Context: an optimization exercise on an open-source flow, tuned for small area and a short achievable clock period. The choices shown serve that exercise and are no tape-out recipe.
In this exercise RTL edits were held to simulation tests only and were not proved equivalent to the original.
No run shown here takes its clock network from TritonCTS; it comes from the design's own scripts or RTL.
No driver is modelled on the clock port, so clock power and skew are understated where the tree is cut down; a real chip needs a root buffer or a tree.
Power and IR drop assume default switching activity.

**config.mk**
```make
export PLATFORM = sky130hd
export DESIGN_NAME = FIFO_DPRAM
export DESIGN_NICKNAME = FIFO_DPRAM
export VERILOG_FILES = /design/flow/design.v
export SDC_FILE = /design/flow/constraint.sdc
export NUM_CORES = 4
export LEC_CHECK = 0
export CAP_MARGIN = 20
export CORE_MARGIN = 2
export CORE_UTILIZATION = 65
export SLEW_MARGIN = 50
export SYNTH_HIERARCHICAL = 1
export SYNTH_MINIMUM_KEEP_SIZE = 0
```
**constraint.sdc**
```tcl
create_clock -name core_clock -period 8.0 [get_ports {clk}]
set_input_delay 1.6000 -clock core_clock [delete_from_list [all_inputs] [get_ports {clk}]]
set_output_delay 1.6000 -clock core_clock [all_outputs]
set_load 0.01 [all_outputs]
```
**design.v**
```verilog
`timescale 1ns / 1ps
module DualPortRAM #(
   parameter      DATA_W   = 16,
   parameter      LO_N     = 8,
   parameter      HI_N     = 8
)(
   input  wire    clk,
   input  wire    i_rd_en,
   input  wire[LO_N-1:0] i_wr_lo,
   input  wire[HI_N-1:0] i_wr_row,
   input  wire[LO_N-1:0] i_rd_lo,
   input  wire[HI_N-1:0] i_rd_row,
   input  wire[DATA_W-1:0] i_data,
   input  wire[DATA_W-1:0] i_byp_data,
   output wire[DATA_W-1:0] o_data
);
localparam MEM_SIZE = LO_N * HI_N;
localparam NGRP = MEM_SIZE / 3;
localparam NLEFT = MEM_SIZE - 3*NGRP;
wire [DATA_W*MEM_SIZE-1:0] memory;
wire [MEM_SIZE-1:0]        rd_sel;
wire [DATA_W*(NGRP+1)-1:0] grp_n;
genvar k, b;
generate
   for (k = 0; k < MEM_SIZE; k = k + 1) begin : g_word
      wire we = i_wr_row[k / LO_N] && i_wr_lo[k % LO_N];
      MemWord #(.DATA_W(DATA_W)) u_word (
         .clk(clk),
         .i_we(we),
         .i_keep(!we),
         .i_data(i_data),
         .o_data(memory[k*DATA_W +: DATA_W])
      );
      assign rd_sel[k] = i_rd_row[k / LO_N] && i_rd_lo[k % LO_N];
   end
   for (k = 0; k < NGRP; k = k + 1) begin : g_rd
      RdSel3 #(.DATA_W(DATA_W)) u_sel (
         .i_sel0(rd_sel[3*k]),
         .i_sel1(rd_sel[3*k+1]),
         .i_sel2(rd_sel[3*k+2]),
         .i_data0(memory[(3*k)*DATA_W +: DATA_W]),
         .i_data1(memory[(3*k+1)*DATA_W +: DATA_W]),
         .i_data2(memory[(3*k+2)*DATA_W +: DATA_W]),
         .o_data_n(grp_n[k*DATA_W +: DATA_W])
      );
   end
   if (NLEFT == 1) begin : g_last
      RdSel2 #(.DATA_W(DATA_W)) u_sel (
         .i_sel0(rd_sel[MEM_SIZE-1]),
         .i_sel1(!i_rd_en),
         .i_data0(memory[(MEM_SIZE-1)*DATA_W +: DATA_W]),
         .i_data1(i_byp_data),
         .o_data_n(grp_n[NGRP*DATA_W +: DATA_W])
      );
   end
   else begin : g_last
      RdSel3 #(.DATA_W(DATA_W)) u_sel (
         .i_sel0(rd_sel[MEM_SIZE-2]),
         .i_sel1(rd_sel[MEM_SIZE-1]),
         .i_sel2(!i_rd_en),
         .i_data0(memory[(MEM_SIZE-2)*DATA_W +: DATA_W]),
         .i_data1(memory[(MEM_SIZE-1)*DATA_W +: DATA_W]),
         .i_data2(i_byp_data),
         .o_data_n(grp_n[NGRP*DATA_W +: DATA_W])
      );
   end
endgenerate
localparam NT  = NGRP + 1;
localparam NL1 = (NT + 3) / 4;
localparam NL2 = (NL1 + 1) / 2;
wire [DATA_W*NL1-1:0] l1;
wire [DATA_W*NL2-1:0] l2_n;
generate
   for (k = 0; k < NL1; k = k + 1) begin : g_l1
      localparam N = (NT - 4*k) >= 4 ? 4 : (NT - 4*k);
      wire [DATA_W*4-1:0] in;
      for (b = 0; b < 4; b = b + 1) begin : g_in
         if (b < N) begin : g_used
            assign in[b*DATA_W +: DATA_W] = grp_n[(4*k+b)*DATA_W +: DATA_W];
         end
         else begin : g_pad
            assign in[b*DATA_W +: DATA_W] = {DATA_W{1'b1}};
         end
      end
      if (N == 4) begin : g_n4
         Nand4 #(.DATA_W(DATA_W)) u_nand (
            .i_a(in[0 +: DATA_W]), .i_b(in[DATA_W +: DATA_W]),
            .i_c(in[2*DATA_W +: DATA_W]), .i_d(in[3*DATA_W +: DATA_W]),
            .o_y(l1[k*DATA_W +: DATA_W]));
      end
      else if (N == 3) begin : g_n3
         Nand3 #(.DATA_W(DATA_W)) u_nand (
            .i_a(in[0 +: DATA_W]), .i_b(in[DATA_W +: DATA_W]),
            .i_c(in[2*DATA_W +: DATA_W]),
            .o_y(l1[k*DATA_W +: DATA_W]));
      end
      else if (N == 2) begin : g_n2
         Nand2 #(.DATA_W(DATA_W)) u_nand (
            .i_a(in[0 +: DATA_W]), .i_b(in[DATA_W +: DATA_W]),
            .o_y(l1[k*DATA_W +: DATA_W]));
      end
      else begin : g_n1
         assign l1[k*DATA_W +: DATA_W] = ~in[0 +: DATA_W];
      end
   end
   for (k = 0; k < NL2; k = k + 1) begin : g_l2
      if (2*k+1 < NL1) begin : g_nor2
         Nor2 #(.DATA_W(DATA_W)) u_nor (
            .i_a(l1[(2*k)*DATA_W +: DATA_W]), .i_b(l1[(2*k+1)*DATA_W +: DATA_W]),
            .o_y(l2_n[k*DATA_W +: DATA_W]));
      end
      else begin : g_inv
         assign l2_n[k*DATA_W +: DATA_W] = ~l1[(2*k)*DATA_W +: DATA_W];
      end
   end
endgenerate
integer i;
reg [DATA_W-1:0] l3;
always @(*) begin
   l3 = {DATA_W{1'b1}};
   for (i = 0; i < NL2; i = i + 1)
      l3 = l3 & l2_n[i*DATA_W +: DATA_W];
end
assign o_data = ~l3;
endmodule
module MemWord #(
   parameter      DATA_W   = 16
)(
   input  wire    clk,
   input  wire    i_we,
   input  wire    i_keep,
   input  wire[DATA_W-1:0] i_data,
   output reg [DATA_W-1:0] o_data
);
always @(posedge clk) begin
   o_data <= (i_data & {DATA_W{i_we}}) | (o_data & {DATA_W{i_keep}});
end
endmodule
module RdSel3 #(
   parameter      DATA_W   = 16
)(
   input  wire    i_sel0,
   input  wire    i_sel1,
   input  wire    i_sel2,
   input  wire[DATA_W-1:0] i_data0,
   input  wire[DATA_W-1:0] i_data1,
   input  wire[DATA_W-1:0] i_data2,
   output wire[DATA_W-1:0] o_data_n
);
assign o_data_n = ~((i_data0 & {DATA_W{i_sel0}}) |
                    (i_data1 & {DATA_W{i_sel1}}) |
                    (i_data2 & {DATA_W{i_sel2}}));
endmodule
module RdSel2 #(
   parameter      DATA_W   = 16
)(
   input  wire    i_sel0,
   input  wire    i_sel1,
   input  wire[DATA_W-1:0] i_data0,
   input  wire[DATA_W-1:0] i_data1,
   output wire[DATA_W-1:0] o_data_n
);
assign o_data_n = ~((i_data0 & {DATA_W{i_sel0}}) |
                    (i_data1 & {DATA_W{i_sel1}}));
endmodule
module Nand4 #(
   parameter      DATA_W   = 16
)(
   input  wire[DATA_W-1:0] i_a,
   input  wire[DATA_W-1:0] i_b,
   input  wire[DATA_W-1:0] i_c,
   input  wire[DATA_W-1:0] i_d,
   output wire[DATA_W-1:0] o_y
);
assign o_y = ~(i_a & i_b & i_c & i_d);
endmodule
module Nand3 #(
   parameter      DATA_W   = 16
)(
   input  wire[DATA_W-1:0] i_a,
   input  wire[DATA_W-1:0] i_b,
   input  wire[DATA_W-1:0] i_c,
   output wire[DATA_W-1:0] o_y
);
assign o_y = ~(i_a & i_b & i_c);
endmodule
module Nand2 #(
   parameter      DATA_W   = 16
)(
   input  wire[DATA_W-1:0] i_a,
   input  wire[DATA_W-1:0] i_b,
   output wire[DATA_W-1:0] o_y
);
assign o_y = ~(i_a & i_b);
endmodule
module Nor2 #(
   parameter      DATA_W   = 16
)(
   input  wire[DATA_W-1:0] i_a,
   input  wire[DATA_W-1:0] i_b,
   output wire[DATA_W-1:0] o_y
);
assign o_y = ~(i_a | i_b);
endmodule
`timescale 1ns / 1ps
module FIFO_DPRAM #(
   parameter      DATA_W      = 16,
   parameter      FIFO_DEPTH  = 64
)(
   input  wire    clk,
   input  wire    rst,
   input  wire    i_wr_en,
   input  wire    i_rd_en,
   output wire    o_empty,
   output wire    o_full,
   input  wire[DATA_W-1:0] i_data,
   output wire[DATA_W-1:0] o_data
);
localparam LO_N = 8;
localparam HI_N = FIFO_DEPTH / LO_N;
reg [LO_N-1:0] wr_lo;
reg [HI_N-1:0] wr_hi;
reg [LO_N-1:0] rd_lo;
reg [HI_N-1:0] rd_hi;
reg [HI_N-1:0] rd_row;
reg [HI_N-1:0] wr_row;
wire[LO_N-1:0] wr_lo_nxt;
wire[HI_N-1:0] wr_hi_nxt;
wire[LO_N-1:0] rd_lo_nxt;
wire[HI_N-1:0] rd_hi_nxt;
reg not_empty;
reg full;
reg[DATA_W-1:0] data_out;
wire[DATA_W-1:0] ram_data;
wire wr_acc;
wire rd_acc;
wire inc;
wire dec;
wire one;
wire almost_full;
wire not_empty_nxt;
wire full_nxt;
assign wr_acc  = i_wr_en && !full;
assign rd_acc  = i_rd_en && (not_empty || i_wr_en);
assign inc     = wr_acc && !rd_acc;
assign dec     = rd_acc && !wr_acc;
function [LO_N-1:0] rot_lo(input [LO_N-1:0] v);
   rot_lo = {v[LO_N-2:0], v[LO_N-1]};
endfunction
function [HI_N-1:0] rot_hi(input [HI_N-1:0] v);
   rot_hi = {v[HI_N-2:0], v[HI_N-1]};
endfunction
assign one         = (|(wr_lo & rot_lo(rd_lo))) &&
                     (rd_lo[LO_N-1] ? |(wr_hi & rot_hi(rd_hi)) : |(wr_hi & rd_hi));
assign almost_full = (|(rd_lo & rot_lo(wr_lo))) &&
                     (wr_lo[LO_N-1] ? |(rd_hi & rot_hi(wr_hi)) : |(rd_hi & wr_hi));
assign not_empty_nxt = inc ? 1'b1 : dec ? !one : not_empty;
assign wr_lo_nxt     = wr_acc ? rot_lo(wr_lo) : wr_lo;
assign wr_hi_nxt     = (wr_acc && wr_lo[LO_N-1]) ? rot_hi(wr_hi) : wr_hi;
assign rd_lo_nxt     = rd_acc ? rot_lo(rd_lo) : rd_lo;
assign rd_hi_nxt     = (rd_acc && rd_lo[LO_N-1]) ? rot_hi(rd_hi) : rd_hi;
assign full_nxt      = dec ? 1'b0 : inc ? almost_full : full;
always @(posedge clk or negedge rst) begin
   if (!rst) begin
      wr_lo             <= {{(LO_N-1){1'b0}}, 1'b1};
      wr_hi             <= {{(HI_N-1){1'b0}}, 1'b1};
      rd_lo             <= {{(LO_N-1){1'b0}}, 1'b1};
      rd_hi             <= {{(HI_N-1){1'b0}}, 1'b1};
      rd_row            <= {HI_N{1'b0}};
      wr_row            <= {{(HI_N-1){1'b0}}, 1'b1};
      not_empty         <= 1'b0;
      full              <= 1'b0;
   end
   else begin
      wr_lo             <= wr_lo_nxt;
      wr_hi             <= wr_hi_nxt;
      wr_row            <= full_nxt ? {HI_N{1'b0}} : wr_hi_nxt;
      rd_lo             <= rd_lo_nxt;
      rd_hi             <= rd_hi_nxt;
      rd_row            <= not_empty_nxt ? rd_hi_nxt : {HI_N{1'b0}};
      not_empty         <= not_empty_nxt;
      full              <= full_nxt;
   end
end
FlagReg FlagReg (
   .clk(clk),
   .rst(rst),
   .i_not_empty(not_empty_nxt),
   .i_full(full_nxt),
   .o_empty(o_empty),
   .o_full(o_full)
);
always @(posedge clk) begin
   data_out <= ram_data;
end
assign o_data = data_out;
DualPortRAM #(
   .DATA_W(DATA_W),
   .LO_N(LO_N),
   .HI_N(HI_N))
DualPortRAM (
   .clk(clk),
   .i_rd_en(not_empty),
   .i_wr_lo(wr_lo),
   .i_wr_row(wr_row),
   .i_rd_lo(rd_lo),
   .i_rd_row(rd_row),
   .i_data(i_data),
   .i_byp_data(i_data),
   .o_data(ram_data)
);
endmodule
module FlagReg (
   input  wire    clk,
   input  wire    rst,
   input  wire    i_not_empty,
   input  wire    i_full,
   output wire    o_empty,
   output wire    o_full
);
reg not_empty;
reg full;
always @(posedge clk or negedge rst) begin
   if (!rst) begin
      not_empty         <= 1'b0;
      full              <= 1'b0;
   end
   else begin
      not_empty         <= i_not_empty;
      full              <= i_full;
   end
end
assign o_empty = !not_empty;
assign o_full  = full;
endmodule
```
**flow/run.sh**
```bash
#!/bin/bash
# Layout flow: the standard ORFS flow (standard.sh), with a tighter
# setup-repair target, the registers that drive the empty and full outputs
# moved next to their port buffers after placement (flow/place.tcl), and a
# two-level clock tree built by flow/cts.tcl in place of TritonCTS (leaf
# buffers clkbuf_8 with about 16 flip-flops each).
set -euo pipefail
export FLOW_CTS_LEAF_BUF=sky130_fd_sc_hd__clkbuf_8
export FLOW_CTS_LEAF_N=16
bash standard.sh \
  SETUP_SLACK_MARGIN=5.45 \
  POST_DETAIL_PLACE_TCL="$PWD/flow/place.tcl" \
  PRE_CTS_TCL="$PWD/flow/cts.tcl" \
  finish > orfs_flow.log 2>&1
```
**flow/cts.tcl**
```tcl
# Clock tree for this design, built in place of TritonCTS (sourced as
# PRE_CTS_TCL, it replaces the clock_tree_synthesis command that cts.tcl
# calls next). Two buffer levels: the clock port drives NROOT root buffers,
# each root drives the leaf buffers of its part of the die, and each leaf
# drives a compact cluster of about LEAF_N flip-flops. The tree is built the
# same way for every flip-flop; no register is given extra or less delay.

set ::my_cts_leaf_n  [expr {[info exists ::env(FLOW_CTS_LEAF_N)] ? $::env(FLOW_CTS_LEAF_N) : 24}]
set ::my_cts_nroot   [expr {[info exists ::env(FLOW_CTS_NROOT)] ? $::env(FLOW_CTS_NROOT) : 4}]
set ::my_cts_buf     sky130_fd_sc_hd__clkbuf_16
set ::my_cts_leaf_buf [expr {[info exists ::env(FLOW_CTS_LEAF_BUF)] ? $::env(FLOW_CTS_LEAF_BUF) : $::my_cts_buf}]

proc my_center {inst} {
  set bb [$inst getBBox]
  return [list [expr {([$bb xMin] + [$bb xMax]) / 2}] [expr {([$bb yMin] + [$bb yMax]) / 2}]]
}

# split items ({x y obj} lists) into groups of about size n: strips along y,
# then runs along x within each strip
proc my_split {items n} {
  set total [llength $items]
  set ngroups [expr {max(1, int(round(double($total) / $n)))}]
  set nstrips [expr {max(1, int(round(sqrt($ngroups))))}]
  set by_y [lsort -real -index 1 $items]
  set groups {}
  set start 0
  set left_groups $ngroups
  for {set s 0} {$s < $nstrips} {incr s} {
    set strips_left [expr {$nstrips - $s}]
    set g_here [expr {int(round(double($left_groups) / $strips_left))}]
    set items_left [expr {$total - $start}]
    set cnt [expr {($s == $nstrips - 1) ? $items_left : int(round(double($items_left) * $g_here / $left_groups))}]
    set strip [lsort -real -index 0 [lrange $by_y $start [expr {$start + $cnt - 1}]]]
    # serpentine is not needed: groups of one strip are runs along x
    set sstart 0
    for {set g 0} {$g < $g_here} {incr g} {
      set gl [expr {$g_here - $g}]
      set c [expr {($g == $g_here - 1) ? ($cnt - $sstart) : int(round(double($cnt - $sstart) / $gl))}]
      lappend groups [lrange $strip $sstart [expr {$sstart + $c - 1}]]
      incr sstart $c
    }
    incr start $cnt
    incr left_groups [expr {-$g_here}]
  }
  return $groups
}

proc my_centroid {group} {
  set sx 0.0; set sy 0.0
  foreach it $group { set sx [expr {$sx + [lindex $it 0]}]; set sy [expr {$sy + [lindex $it 1]}] }
  set n [llength $group]
  return [list [expr {int($sx / $n)}] [expr {int($sy / $n)}]]
}

proc my_make_buf {block master name x y} {
  set inst [odb::dbInst_create $block $master $name]
  set w [[$inst getMaster] getWidth]
  set h [[$inst getMaster] getHeight]
  $inst setLocation [expr {$x - $w / 2}] [expr {$y - $h / 2}]
  $inst setPlacementStatus PLACED
  return $inst
}

proc my_make_net {block name} {
  set net [odb::dbNet_create $block $name]
  $net setSigType CLOCK
  return $net
}

rename clock_tree_synthesis orfs_clock_tree_synthesis
proc clock_tree_synthesis {args} {
  set block [ord::get_db_block]
  set master [[ord::get_db] findMaster $::my_cts_buf]
  set leaf_master [[ord::get_db] findMaster $::my_cts_leaf_buf]
  set clk_net [[$block findBTerm clk] getNet]
  set sinks {}
  foreach it [$clk_net getITerms] {
    lassign [my_center [$it getInst]] x y
    lappend sinks [list $x $y $it]
  }
  puts "my_cts: [llength $sinks] sinks"
  set leaves {}
  set i 0
  foreach group [my_split $sinks $::my_cts_leaf_n] {
    lassign [my_centroid $group] x y
    set buf [my_make_buf $block $leaf_master "clkbuf_leaf_$i" $x $y]
    set net [my_make_net $block "clknet_leaf_$i"]
    [$buf findITerm X] connect $net
    foreach s $group {
      set it [lindex $s 2]
      $it disconnect
      $it connect $net
    }
    lappend leaves [list $x $y $buf]
    incr i
  }
  puts "my_cts: $i leaf buffers"
  set nroot $::my_cts_nroot
  set per [expr {double([llength $leaves]) / $nroot}]
  set j 0
  foreach group [my_split $leaves $per] {
    lassign [my_centroid $group] x y
    set buf [my_make_buf $block $master "clkbuf_root_$j" $x $y]
    set net [my_make_net $block "clknet_root_$j"]
    [$buf findITerm X] connect $net
    [$buf findITerm A] connect $clk_net
    foreach s $group { [[lindex $s 2] findITerm A] connect $net }
    puts "my_cts: root $j drives [llength $group] leaves"
    incr j
  }
  set_propagated_clock [all_clocks]
}
```
**flow/place.tcl**
```tcl
# Sourced as POST_DETAIL_PLACE_TCL. Each output port in FLOW_MOVE_PORTS is
# driven by a register (through its port buffer and at most a few inverters
# or buffers, each with no other load); move that chain next to the port
# buffer, so that the register drives a short wire and the port buffer drives
# the long one to the pin. Then legalize again.

proc my_driver {net} {
  foreach it [$net getITerms] {
    if {[$it isOutputSignal]} { return [$it getInst] }
  }
  return ""
}

proc my_move_chain {port} {
  set block [ord::get_db_block]
  set bterm [$block findBTerm $port]
  if {$bterm eq "NULL" || $bterm eq ""} { return }
  set pbuf [my_driver [$bterm getNet]]
  if {$pbuf eq ""} { return }
  lassign [$pbuf getLocation] x y
  set inst $pbuf
  for {set n 0} {$n < 4} {incr n} {
    set in ""
    foreach it [$inst getITerms] {
      if {[$it isInputSignal]} { set in $it; break }
    }
    if {$in eq ""} { return }
    set net [$in getNet]
    if {$net eq "NULL" || $net eq ""} { return }
    # only a chain: the net feeds nothing else
    if {[llength [$net getITerms]] != 2 || [llength [$net getBTerms]] != 0} { return }
    set drv [my_driver $net]
    if {$drv eq ""} { return }
    if {[[$drv getMaster] isSequential]} {
      puts "my_place: $port: moving [$drv getName] next to [$pbuf getName]"
      $drv setLocation $x $y
      return
    }
    set ni 0
    foreach it [$drv getITerms] { if {[$it isInputSignal]} { incr ni } }
    if {$ni != 1} { return }
    puts "my_place: $port: moving [$drv getName] next to [$pbuf getName]"
    $drv setLocation $x $y
    set inst $drv
  }
}

set ports [expr {[info exists ::env(FLOW_MOVE_PORTS)] ? $::env(FLOW_MOVE_PORTS) : "o_empty o_full"}]
foreach p $ports { my_move_chain $p }
detailed_placement
utl::info FLW 12 "Placement violations [check_placement -verbose]."
estimate_parasitics -placement
```
**standard.sh**
```bash
#!/bin/bash
# synth_recipe.tcl (not shown) runs the flow's synth.tcl, then flattens the netlist and writes it again
# the make line also repeats each setting of config.mk as NAME=value (left out here)
make -C /OpenROAD-flow-scripts/flow DESIGN_CONFIG=/design/flow/config.mk WORK_HOME=/design/flow/orfs CLKGATE_MAP_FILE= SYNTH_SCRIPT=/design/flow/synth_recipe.tcl "${@:-finish}"
```
==> results.yml, run 1 <==
worst_setup_path:
  crit_path_end_kind: "flip-flop"
  worst-path-max-fanout: 16
  path_class: "flip-flop to flip-flop"
  arrival_ps: 2990
  cp-start-kind: "flip-flop"
  crit_required_ps: 8320
route:
  drt_iter0_drc: 4941
  dr.pass1.iters: 10
  wl_per_cell_um: 32.0
  vias: 30200
  drc: 0
  via_per_inst: 7.71
  ant_nets: 0
  wirelength_um: 126000
floorplanning:
  fp.dieW_um: 255
  io_pins: 38
  die_h_um: 255
  start_util_pct: 65.5
  die_area_um2: 65200
  core_um2: 62700
  row_count: 92
timing:
  slew_viol_final: 0
  relSlewSlack_pct: 47.2
  fin_crit_sh_pct: 33.4
  final-hold-violation-count: 0
  finalSetupTns_ps: 0
  rsz0062_at_grt: "yes"
  setup_violations: 0
  worst_pin_slew_ps: 792
  fin_ws_ps: 5330
  clock_skew_ps: 19.9
  max_freq_ghz: 0.374
  whs_ps: 479
  period_minus_slack_ps: 2670
synthesis:
  synth.area.top_cells: "dfxtp_1 51%, a22o_1 22%, buf_6 8.7%"
  syn_avg_cell_area_um2: 12.5
  ys_types: 33
  syn_area_um2: 41100
  syn-num-nets: 3304
  synth.top_cell.area_share_pct: 50.7
  seq_area_frac_synth_pct: 53.9
  synth_warnings: 10
  ys_seq_elements: 1092
  synth_top_cell_by_area: "dfxtp_1"
  netlist_instances: 3284
cells_and_area:
  antenna_cells: 0
  fillerInstances: 4833
  design_area_um2: 40300
  drive_above_1_share_pct: 9.14
  finish.utilization_pct: 64.2
  synthToLayoutAreaGrowth_pct: -1.87
  layout.nets: 3097
placed_design:
  dp_hpwl_um: 74000
  finalWeightedCongestion: 0.935
  port_buffers: 37
  dp_slack_ps: 4510
  dpl_cell_area_um2: 38900
grt:
  antenna_found_initial: 3
  grt_use_total_pct: 36.4
  met2_usage_pct: 54.6
  busiest_layer: "met2"
  grt_max_degree: 66
  grt_pass1_vias: 28400
  use_met3_pct: 5.94
  grt_pass1_wl_um: 186000
  use_met1_pct: 52.0
  grt_overflow: 0
pwr:
  ir_drop_uv: 176
  pwr_density_cell_nw_per_um2: 202
  leakage_nw: 15.0
outcome:
  status: "finished clean"
clocking:
  path_clk_slew_ps: 100
  ctsHoldBuffers: 0
  clock_latency_ps: 450
flow_run:
  maxCapViolCount: 0
min_path:
  hp-class: "flip-flop to flip-flop"
-- cells in the mapped netlist --
library cell  count
o211ai_2          1
nand4_1          81
a22oi_4           1
inv_1             4
nand2_2           1
nor2b_1           2
o21ai_0           9
maj3_2            1
a22oi_2          10
mux2_2           23
dfstp_2           5
a221oi_1          1
nand3_1          17
buf_6           319
o311a_1           1
and2_1          129
a22o_1         1025
nor2_1           51
clkbuf_1          2
a41o_1            1
buf_2            22
and4_1            2
dfxtp_1        1040
dfrtp_1          47
nand2_1         109
a22oi_1          20
a21boi_1          7
a211oi_4          1
nand2b_1          2
a21oi_1          10
buf_12            1
or3b_1            1
a222oi_1        338
-- cells in the final DEF, fill, tap and decap left out, types with 8 or more instances in the layout --
cell and instances:
a22o_1 1025, a222oi_1 338, dfrtp_1 34, buf_4 13, dfrtp_2 12, mux2_2 23, dfxtp_4 11, a22oi_1 20
a21oi_1 9, buf_2 9, nand4_1 81, dfxtp_1 1024, nor2_2 17, and2_1 80, a22oi_2 10, o21ai_0 8
buf_6 30, and2_4 8, clkbuf_8 69, and2_2 41, nand3_1 17, nand2_1 109, nor2_1 30
-- state kept, by name, indices dropped and copies added (netlist names) --
signal,cells
not_empty,1
rd_row,8
wr_row,8
FlagReg.full,1
full,1
FlagReg.not_empty,1
data_out,16
wr_hi,8
rd_hi,8
wr_lo,8
DualPortRAM.g_word.u_word.o_data,1024
rd_lo,8
-- per-module statistics from Yosys (local to each module, per instance), excerpt --
module      times used  area, um2  flip-flops and latches
FlagReg              1       53.8                       2
FIFO_DPRAM           1       2440                      66
-- final cells by class --
class                      instances  area [um2]  share of cell area (%)
multi-input combinational       1844       15400                    38.1
inverter                           4        15.0                  0.0373
buffer                            72        1040                    2.57
tap                              846        1060                    2.63
sequential                      1092       22200                    55.1
timing repair buffer              63         632                    1.57
-- worst max-delay path, cell delays in order, from the launching register on --
cell and delay (ps):
dfrtp_2 640, and2_2 400, a222oi_1 630, nand4_1 460, nor2_4 300, nand3_1 110
-- where the power goes --
| group | internal, mW | switching, mW | total, mW |
|---|---|---|---|
| registers | 5.44 | 0.0104 | 5.45 |
| clock network | 0.855 | 1.64 | 2.49 |
| logic | 0.0383 | 0.158 | 0.197 |
| total | 6.34 | 1.81 | 8.14 |
-- what timing repair did --
item,CTS,global route
pin swaps,27,33
setup endpoints to repair,77,32
gates resized for setup,147,44
buffers inserted,7,3
endpoints found under the hold margin,0,0
-- per-stage QoR --
| step | std cells | power [mW] |
|---|---|---|
| 2_1_floorplan | 3284 | 5.60 |
| 3_3_place_gp | 3828 | 5.75 |
| 3_5_place_dp | 3830 | 5.76 |
| 4_1_cts | 3909 | 8.11 |
| 5_1_grt | 3921 | 8.34 |
| 6_report | 3921 | 8.14 |
-- cell families (layout without fill, tap and decap cells) --
group | count (synthesis) | after routing | synth area share, %
buffers and inverters | 348 | 139 | 9.12
and+or+nand+nor | 395 | 395 | 5.01
DFF | 1092 | 1092 | 53.9
adders and majority gates | 1 | 1 | 0.0274
muxes | 23 | 23 | 0.631
AOI/OAI and AO/OA | 1425 | 1425 | 31.3
-- metal layers --
| layer | part of all wire (%) | vias up |
|---|---|---|
| met5 | 0.018 | - |
| met4 | 5.3 | 4 |
| met3 | 11 | 301 |
| met2 | 44 | 1933 |
| met1 | 40 | 15100 |
| li1 | - | 12900 |
-- worst paths after layout --
| path | startpoint | endpoint | slack [ps] | cells past startpoint |
|---|---|---|---|---|
| min in group asynchronous | rst | rd_row[6] | 1240 | 2 |
| hold reg to reg | DualPortRAM.g_word[26].u_word.o_data[8] | DualPortRAM.g_word[26].u_word.o_data[8] | 480 | 1 |
| hold / removal | DualPortRAM.g_word[26].u_word.o_data[8] | DualPortRAM.g_word[26].u_word.o_data[8] | 480 | 1 |
| setup reg to reg | rd_lo[3] | data_out[12] | 5330 | 5 |
| setup / recovery | rd_lo[3] | data_out[12] | 5330 | 5 |
| max in group asynchronous | rst | rd_lo[2] | 6330 | 2 |
==> run 2, diff against run 1 <==
--- a/flow/run.sh
+++ b/flow/run.sh
@@ -10,3 +10,3 @@
 bash standard.sh \
-  SETUP_SLACK_MARGIN=5.45 \
+  SETUP_SLACK_MARGIN=5.52 \
   POST_DETAIL_PLACE_TCL="$PWD/flow/place.tcl" \
==> run 2 against run 1 <==
Against the previous run:
- design area up 0.20%
- clock skew is 3.2 ps higher
- setup slack gained 78 ps
- via count is 0.41% higher
- power shrank 0.11%
- maximum frequency is 3.0% higher
- critical endpoint is now data_out[6]
- largest power group unchanged
==> results.yml, run 2 <==
synthesis:
  synth.top_cell.area_share_pct: 50.7
  syn_area_um2: 41100
  netlist_instances: 3284
  yosysMostFrequentCell: "dfxtp_1"
  seq_area_frac_synth_pct: 53.9
  syn_avg_cell_area_um2: 12.5
  synth.area.top_cells: "dfxtp_1 51%, a22o_1 22%, buf_6 8.7%"
  synth_top_cell_by_area: "dfxtp_1"
  ys_types: 33
  postSynth.asyncResetShare_pct: 4.76
  ys_seq_elements: 1092
  synthFlopType: "dfxtp_1"
  synth_edf_count: 0
  syn-num-nets: 3304
  synth_common_cells: "1,040 x dfxtp_1, 1,025 x a22o_1, 338 x a222oi_1, 319 x buf_6, 129 x and2_1"
  synth_warnings: 10
floorplanning:
  row_count: 92
  start_util_pct: 65.5
  io_pins: 38
  core_um2: 62700
  die_area_um2: 65200
  fp.dieW_um: 255
  die_h_um: 255
pwr:
  finalPower_mw: 8.13
  ir_drop_uv: 186
  leakage_nw: 15.1
  pwr_density_cell_nw_per_um2: 201
placed_design:
  port_buffers: 37
  dp_hpwl_um: 73600
  dpl_cell_area_um2: 38900
  finalWeightedCongestion: 0.880
route:
  drt_iter0_drc: 5268
  wl_per_cell_um: 31.4
  dr.pass1.iters: 10
  ant_nets: 0
  wirelength_um: 124000
  drc: 0
  vias: 30300
  via_per_inst: 7.72
cells_and_area:
  top_regs: "DualPortRAM.g_word.u_word.o_data (1024), data_out (16)"
  mostFrequentLayoutCell: "a22o_1"
  drive_above_1_share_pct: 9.70
  layout.nets: 3106
  design_area_um2: 40400
  final_cell_mix: "1,025 x a22o_1, 1,024 x dfxtp_1, 338 x a222oi_1, 109 x nand2_1, 81 x nand4_1"
  synthToLayoutAreaGrowth_pct: -1.67
  top_register: "DualPortRAM.g_word.u_word.o_data"
  largest_reg_flops: 1024
  finish.utilization_pct: 64.4
grt:
  grt_pass1_wl_um: 185000
  grt_overflow: 0
  grt_max_degree: 66
  grt_use_total_pct: 35.8
  antenna_found_initial: 2
  grt_pass1_vias: 28500
worst_setup_path:
  worst_path_largest_cell_delay_ps: 650
  crit_chain: "and2_2, a222oi_1, nand4_1, nor2_2, nand3_1"
  crit_slowest_cell: "a222oi_1"
  rrSetupSlack_ps: 5400
  arrival_ps: 2900
  path_buf_inv: 0
  critical_path.top_delay_family: "simple AND/OR/NAND/NOR gates"
  worst-path-max-fanout: 16
  crit_path_end_kind: "flip-flop"
  crit_required_ps: 8310
  path_class: "flip-flop to flip-flop"
  cp-start-kind: "flip-flop"
timing:
  slew_viol_final: 0
  period_minus_slack_ps: 2600
  rsz0062_at_grt: "yes"
  finalSetupTns_ps: 0
  whs_ps: 479
  setup_violations: 0
  fin_crit_sh_pct: 32.4
  clock_skew_ps: 23.1
  worst_pin_slew_ps: 783
  max_freq_ghz: 0.385
  relSlewSlack_pct: 47.8
  final-hold-violation-count: 0
clocking:
  clock_latency_ps: 450
  path_clk_slew_ps: 110
outcome:
  status: "finished clean"
min_path:
  hp-class: "flip-flop to flip-flop"
flow_run:
  maxCapViolCount: 0
-- run 2: cell counts after synthesis --
Identical to the previous run, type by type.
-- run 2: metrics by stage --
step | std cells | setup WS [ps]
final | 3931 | 5400
after global routing | 3930 | 5350
after CTS | 3920 | 5410
after detailed placement | 3834 | 4470
after global placement | 3832 | 4510
after floorplan | 3284 | 5240
-- run 2: repair_timing --
action	4_1_cts	5_1_grt
gates resized for setup	188	36
hold buffers	0	0
setup buffers	14	1
setup endpoints to repair	78	43
pin swaps	37	30
-- run 2: layout make-up --
class	count	area [um2]
fillers	4778	22400
flip-flops and latches	1092	22200
multi-input cells	1844	15400
well taps	846	1060
plain buffers	72	1040
repair buffers	72	662
inverters	4	15.0
diodes	1	2.50
-- run 2: per-layer routing --
metal,vias up,track usage (%),wire [um]
met5,-,0,0
met2,1849,54.6,54700
met4,0,12.0,4920
met1,15400,52.4,51200
met3,233,5.22,12900
li1,12900,-,-
-- run 2: worst reg2reg max path, stage by stage (launching register included) --
cell      delay, ps
dfrtp_2         580
and2_2          370
a222oi_1        650
nand4_1         450
nor2_2          310
nand3_1         110
-- run 2: cells by family (layout without fill, tap and decap cells) --
family | after synthesis | in the layout | share of synthesized area, %
AOI/OAI and AO/OA | 1425 | 1425 | 31.3
buffers and inverters | 348 | 148 | 9.12
adders and majority gates | 1 | 1 | 0.0274
and+or+nand+nor | 395 | 395 | 5.01
other | 0 | 1 | 0
muxes | 23 | 23 | 0.631
DFF | 1092 | 1092 | 53.9
-- run 2: path summary, 6_finish.rpt --
check	from	endpoint	cells past startpoint
worst max-delay path	rd_lo[2]	data_out[6]	5
worst min-delay path	DualPortRAM.g_word[41].u_word.o_data[7]	DualPortRAM.g_word[41].u_word.o_data[7]	1
worst max register to register	rd_lo[2]	data_out[6]	5
worst min register to register	DualPortRAM.g_word[41].u_word.o_data[7]	DualPortRAM.g_word[41].u_word.o_data[7]	1
max in group asynchronous	rst	wr_lo[4]	2
min in group asynchronous	rst	FlagReg.not_empty	2
-- run 2: Yosys stat by module (local to each module, per instance), excerpt --
module | area, um2 | flip-flops and latches | cells inside
FIFO_DPRAM | 2440 | 66 | 189
FlagReg | 53.8 | 2 | 3
-- run 2: power by group --
part           total, mW  internal (mW)  leakage (nW)  switching, mW
registers           5.45           5.44          9.07         0.0107
logic              0.190         0.0362          5.48          0.154
clock network       2.49          0.856         0.538           1.63
total               8.13           6.33          15.1           1.80
==> run 3, diff against run 2 <==
--- a/design.v
+++ b/design.v
@@ -225,2 +225,3 @@
 reg [HI_N-1:0] rd_row;
+reg [LO_N-1:0] rd_col;
 reg [HI_N-1:0] wr_row;
@@ -269,2 +270,3 @@
       rd_row            <= {HI_N{1'b0}};
+      rd_col            <= {LO_N{1'b0}};
       wr_row            <= {{(HI_N-1){1'b0}}, 1'b1};
@@ -280,2 +282,3 @@
       rd_row            <= not_empty_nxt ? rd_hi_nxt : {HI_N{1'b0}};
+      rd_col            <= not_empty_nxt ? rd_lo_nxt : {LO_N{1'b0}};
       not_empty         <= not_empty_nxt;
@@ -305,3 +308,3 @@
    .i_wr_row(wr_row),
-   .i_rd_lo(rd_lo),
+   .i_rd_lo(rd_col),
    .i_rd_row(rd_row),
==> run 3 against run 2 <==
Against the previous run:
- clock power is essentially flat
- combinational power shrank 23%
- sequential share of layout area grew 0.19 points
- register-to-register slack gained 50 ps
- critical path type is now flip-flop to primary output
- critical endpoint is now o_empty
- largest power group unchanged
==> results.yml, run 3 <==
floorplanning:
  die_h_um: 256
  io_pins: 38
  start_util_pct: 65.5
  fp.dieW_um: 256
  core_um2: 63000
  die_area_um2: 65500
  row_count: 92
synthesis:
  seq_area_frac_synth_pct: 54.1
  synth-simple-area-share_pct: 5.29
  syn-num-nets: 3310
  synthFlopType: "dfxtp_1"
  ys_types: 38
  synth_xor_area_share_pct: 0.0212
  synth_top_family_by_area: "compound AO/OA/AOI/OAI gates"
  yosysMostFrequentCell: "dfxtp_1"
  synth_edf_count: 0
  synth.area.top_cells: "dfxtp_1 50%, a22o_1 22%, buf_6 8.7%"
  synthAdderAreaFrac_pct: 0
  synth.top_cell.area_share_pct: 50.4
  ys_seq_elements: 1100
  synth_warnings: 10
  synth_compound_area_share_pct: 30.9
  syn_area_um2: 41300
  synth_common_cells: "1,040 x dfxtp_1, 1,026 x a22o_1, 338 x a222oi_1, 318 x buf_6, 143 x and2_1"
  syn_avg_cell_area_um2: 12.5
  netlist_instances: 3290
  synth_top_cell_by_area: "dfxtp_1"
  postSynth.asyncResetShare_pct: 5.45
  synthMuxAreaShare_pct: 0.628
route:
  ant_nets: 0
  vias: 30200
  dr.pass1.iters: 10
  drt_iter0_drc: 5430
  via_per_inst: 7.69
  wirelength_um: 124000
  drc: 0
  wl_per_cell_um: 31.5
timing:
  rsz0062_at_grt: "yes"
  max_freq_ghz: 0.386
  relSlewSlack_pct: 48.3
  period_minus_slack_ps: 2590
  fin_crit_sh_pct: 32.3
  final-hold-violation-count: 0
  worst_pin_slew_ps: 775
  clock_skew_ps: 22.2
  setup_violations: 0
  finalSetupTns_ps: 0
  whs_ps: 477
  slew_viol_final: 0
placed_design:
  dpl_cell_area_um2: 39100
  finalWeightedCongestion: 0.903
  dp_hpwl_um: 73300
  port_buffers: 37
pwr:
  pwr_density_cell_nw_per_um2: 201
  leakage_nw: 15.3
  ir_drop_uv: 171
  finalPower_mw: 8.13
grt:
  grt_overflow: 0
  grt_use_total_pct: 35.7
  antenna_found_initial: 3
  grt_max_degree: 66
  grt_pass1_wl_um: 184000
  grt_pass1_vias: 29000
flow_run:
  maxCapViolCount: 0
min_path:
  worstHoldPathCells: 1
  hp-class: "flip-flop to flip-flop"
  min_from: "DualPortRAM.g_word[39].u_word.o_data[12]"
worst_setup_path:
  crit_required_ps: 6400
  crit_path_end_kind: "primary output"
  arrival_ps: 990
  path_class: "flip-flop to primary output"
  cp-start-kind: "flip-flop"
  critPathLaunch: "FlagReg.not_empty"
  reg2regPathDepth: 5
  r2r_start: "rd_col[2]"
  worst-path-max-fanout: 1
cells_and_area:
  top_register: "DualPortRAM.g_word.u_word.o_data"
  top_regs: "DualPortRAM.g_word.u_word.o_data (1024), data_out (16)"
  final_cell_mix: "1,026 x dfxtp_1, 1,026 x a22o_1, 338 x a222oi_1, 101 x nand2_1, 82 x nand4_1"
  layout.nets: 3105
  synthToLayoutAreaGrowth_pct: -1.73
  largest_reg_flops: 1024
  finish.utilization_pct: 64.4
  design_area_um2: 40600
  drive_above_1_share_pct: 9.86
clocking:
  clock_latency_ps: 450
  ctsHoldBuffers: 0
  path_clk_slew_ps: 100
outcome:
  status: "finished clean"
-- run 3: changes by cell type in the layout (fill, tap and decap cells not counted), moves of 8 or more --
cell / delta
dfrtp_1: +8
and2_2: +17
nand2_1: -8
a21oi_2: -8
nand2_2: +8
dfxtp_4: -9
-- run 3: per-module statistics from Yosys, one instance, submodules excluded, excerpt --
module      copies in the design  cells
FIFO_DPRAM                     1    195
FlagReg                        1      3
-- run 3: kinds of logic (layout without fill, tap and decap cells) --
logic type	count (synthesis)	count (layout)
multiplexers	23	23
flip-flops	1100	1100
other	0	1
XOR/XNOR	1	1
AND/OR/NAND/NOR	415	415
AO/OA/AOI/OAI	1404	1404
buffers and inverters	347	140
-- run 3: what timing repair did --
item / in CTS / in global routing
setup endpoints to repair: 93 / 36
setup buffers: 4 / 1
pin swaps: 23 / 12
gates cloned: 1 / 0
resized for setup: 178 / 18
-- run 3: layout make-up --
class                      count  area [um2]
fill                        4886       22400
sequential                  1100       22400
multi-input combinational   1843       15400
tap                          846        1060
buffer                        73        1050
timing repair buffer          63         622
inverter                       4        17.5
antenna                        1        2.50
-- run 3: power breakdown --
part / leakage (nW) / internal [mW] / switching, mW
Clock: 0.545 / 0.866 / 1.65
Sequential: 9.17 / 5.47 / 0.000000122
Combinational: 5.56 / 0.0153 / 0.131
Total: 15.3 / 6.36 / 1.78
-- run 3: per-stage QoR --
| stage | instances | setup slack, ps |
|---|---|---|
| floorplan | 3290 | 5300 |
| global placement | 3844 | 4340 |
| detailed placement | 3845 | 4310 |
| CTS | 3923 | 5410 |
| global route | 3930 | 5360 |
| finish | 3930 | 5410 |
-- run 3: layer usage --
layer  share of wire, %  global-route usage, %  vias up
li1                   -                      -    12900
met1                 40                   49.9    15200
met2                 44                   53.7     1844
met3                9.8                   5.43      320
met4                5.9                   18.8        2
met5              0.011                      0        -
-- run 3: path summary, 6_finish.rpt --
path,to,slack (ps)
setup / recovery,o_empty,5410
hold reg to reg,DualPortRAM.g_word[39].u_word.o_data[12],480
min in group asynchronous,wr_lo[2],1250
hold / removal,DualPortRAM.g_word[39].u_word.o_data[12],480
setup reg to reg,data_out[7],5450
max in group asynchronous,rd_row[2],6280
-- run 3: critical path, cell delays in order, from the launching register on --
cell	delay, ps
dfrtp_1	380
inv_1	40
buf_2	110
==> run 4, diff against run 3 <==
--- a/flow/run.sh
+++ b/flow/run.sh
@@ -10,3 +10,3 @@
 bash standard.sh \
-  SETUP_SLACK_MARGIN=5.52 \
+  SETUP_SLACK_MARGIN=5.45 \
   POST_DETAIL_PLACE_TCL="$PWD/flow/place.tcl" \
==> run 4 against run 3 <==
Against the previous run:
- synthesized cell count is the same
- die area did not move
- worst hold slack about the same
- flip-flop and latch count stayed put
- clock power about the same
- maximum frequency decreased by 1.3%
- largest cell class unchanged
- largest power group unchanged
==> results.yml, run 4 <==
outcome:
  status: "finished clean"
placed_design:
  finalWeightedCongestion: 0.903
  dp_slack_ps: 4310
  port_buffers: 37
  dp_hpwl_um: 73300
  place_inst: 3845
timing:
  rsz0062_at_grt: "yes"
  finalSetupTns_ps: 0
  period_minus_slack_ps: 2620
  slew_viol_final: 0
  fin_crit_sh_pct: 32.8
  final-hold-violation-count: 0
  fin_ws_ps: 5380
  max_freq_ghz: 0.382
  worst_pin_slew_ps: 768
  setup_violations: 0
  relSlewSlack_pct: 48.8
  clock_skew_ps: 14.8
worst_setup_path:
  r2r-end: "data_out[11]"
  arrival_ps: 2930
  path_buf_inv: 0
  critical_path.top_delay_family: "simple AND/OR/NAND/NOR gates"
  reg2regPathDepth: 5
  r2r_start: "rd_row[2]"
  worst-path-max-fanout: 16
  crit_slowest_cell: "a222oi_1"
  crit_chain: "and2_2, a222oi_1, nand4_1, nor2_4, nand3_1"
  rrSetupSlack_ps: 5380
  crit_required_ps: 8310
  crit_path_end_kind: "flip-flop"
  cp-start-kind: "flip-flop"
  worst_path_largest_cell_delay_ps: 670
  path_class: "flip-flop to flip-flop"
synthesis:
  ys_types: 38
  synth_edf_count: 0
  syn_area_um2: 41300
  postSynth.asyncResetShare_pct: 5.45
  synth.top_cell.area_share_pct: 50.4
  netlist_instances: 3290
  synth_warnings: 10
  syn-num-nets: 3310
  synthFlopType: "dfxtp_1"
  synth.area.top_cells: "dfxtp_1 50%, a22o_1 22%, buf_6 8.7%"
  seq_area_frac_synth_pct: 54.1
  ys_seq_elements: 1100
  synth_common_cells: "1,040 x dfxtp_1, 1,026 x a22o_1, 338 x a222oi_1, 318 x buf_6, 143 x and2_1"
  synth_top_cell_by_area: "dfxtp_1"
  syn_avg_cell_area_um2: 12.5
  yosysMostFrequentCell: "dfxtp_1"
cells_and_area:
  multi_input_comb_area_um2: 15400
  fillerInstances: 4907
  layout.area.seq_um2: 22400
  finish.utilization_pct: 64.2
  top_regs: "DualPortRAM.g_word.u_word.o_data (1024), data_out (16)"
  mostFrequentLayoutCell: "dfxtp_1"
  drive_above_1_share_pct: 9.60
  largest_reg_flops: 1024
  top_register: "DualPortRAM.g_word.u_word.o_data"
  final_cell_mix: "1,027 x dfxtp_1, 1,026 x a22o_1, 338 x a222oi_1, 101 x nand2_1, 83 x and2_1"
  synthToLayoutAreaGrowth_pct: -2.01
  layout.nets: 3106
  layout.cells.non_filler: 3931
min_path:
  whs_endpoint: "DualPortRAM.g_word[39].u_word.o_data[12]"
  worstHoldPathCells: 1
  hp-class: "flip-flop to flip-flop"
  min_from: "DualPortRAM.g_word[39].u_word.o_data[12]"
pwr:
  pwr_density_cell_nw_per_um2: 201
  ir_drop_uv: 175
  finalPower_mw: 8.12
  leakage_nw: 15.2
grt:
  grt_pass1_wl_um: 184000
  grt_use_total_pct: 35.7
  grt_pass1_vias: 29000
  grt_overflow: 0
  antenna_found_initial: 4
  grt_max_degree: 66
floorplanning:
  die_h_um: 256
  start_util_pct: 65.5
  core_um2: 63000
  die_area_um2: 65500
  io_pins: 38
  row_count: 92
  fp.dieW_um: 256
route:
  wirelength_um: 124000
  dr.pass1.iters: 13
  wl_per_cell_um: 31.5
  drc: 0
  drt_iter0_drc: 5317
  via_per_inst: 7.70
  vias: 30300
  ant_nets: 0
flow_run:
  maxCapViolCount: 0
clocking:
  clock_latency_ps: 450
  path_clk_slew_ps: 100
  ctsHoldBuffers: 0
[run 4: cell types whose count changed in the layout (fill, tap and decap cells not counted), moves of 2 or more]
cell,delta
buf_6,-13
buf_2,+11
and2_1,+5
and2_4,-4
nor2_4,-4
nor2_1,+3
buf_4,+2
[run 4: logic make-up (layout without fill, tap and decap cells)]
family,Yosys count,in the layout,share of synthesized area (%)
AOI/OAI and AO/OA,1404,1404,30.9
xor gates and xnor gates,1,1,0.0212
buffers and inverters,347,141,9.06
DFF,1100,1100,54.1
muxes,23,23,0.628
other,0,1,0
and+or+nand+nor,415,415,5.29
[run 4: how the worst max path moves through the flow]
stage / startpoint / endpoint / slack [ps] / depth (start not counted)
final: rd_row[2] / data_out[11] / 5380 / 5
after global routing: FlagReg.not_empty / o_empty / 5360 / 2
after CTS: FlagReg.not_empty / o_empty / 5410 / 2
after detailed placement: i_wr_en / wr_row[4] / 4310 / 5
after global placement: i_wr_en / wr_row[5] / 4340 / 5
after floorplan: i_wr_en / rd_col[1] / 5300 / 8
[run 4: final cells by class]
| type | instances | area share [%] |
|---|---|---|
| Antenna cell | 1 | 0.00619 |
| Buffer | 73 | 2.60 |
| Inverter | 4 | 0.0495 |
| Multi-Input combinational cell | 1843 | 38.1 |
| Sequential cell | 1100 | 55.3 |
| Tap cell | 846 | 2.62 |
| Timing Repair Buffer | 64 | 1.34 |
[run 4: report_power, final]
part	internal [mW]	switching (mW)	leakage, nW
combinational	0.0150	0.131	5.53
sequential	5.48	0.000000108	9.17
clock	0.865	1.64	0.545
total	6.36	1.77	15.2
[run 4: Yosys stat by module, one instance, submodules excluded, excerpt]
module      cells inside  times used
FIFO_DPRAM           195           1
FlagReg                3           1
[run 4: per-stage QoR]
stage	hold slack (ps)	area, um2
after global placement	451	39000
after global routing	489	40400
after detailed placement	452	39100
after CTS	479	40300
final	476	40400
after floorplan	439	41300
[run 4: per-layer routing]
| metal | GRT usage [%] | wire, um | up-vias |
|---|---|---|---|
| met4 | 18.6 | 7240 | 2 |
| met2 | 53.7 | 54600 | 1969 |
| met3 | 5.89 | 12700 | 299 |
| met1 | 49.5 | 49200 | 15100 |
| met5 | 0 | 10 | - |
| li1 | - | - | 12900 |
[run 4: what timing repair did]
item                       in CTS  in global routing
setup endpoints to repair      93                 34
gates resized for setup       141                 20
buffers inserted                3                  4
pin swaps                      19                 14
[run 4: worst reg2reg max path, cell delays in order (launching register included)]
cell,delay [ps]
dfrtp_1,550
and2_2,410
a222oi_1,670
nand4_1,440
nor2_4,270
nand3_1,140

-- port drivers added, routing unchanged --
How much do the figures lean on ideal ports? The routed layouts below were timed once more, with nothing changed but the port constraints. Step 1 assumes that a clkbuf_16 drives the clock port and a buf_2 every other input. Step 2 moves the port delays by t, midway between the first and last clock arrival at a register: inputs arrive t later, outputs are due t later. That takes back most of the time a late clock gives input paths. Three values: ideal, step 1, step 2; two values: the first two.
run	t (ns)	setup WS [ns]	worst setup path after step 2
run 1	0.589	5.327 / 5.270 / 4.956	input to register
run 2	0.580	5.404 / 5.285 / 4.977	input to register
run 3	0.577	5.412 / 5.275 / 5.009	input to register
run 4	0.577	5.379 / 5.283 / 4.931	input to register
After both steps every run listed still meets setup and hold. The setup slack of run 4, which loses most, moves by -0.096 ns with the drivers and by -0.448 ns with both steps.
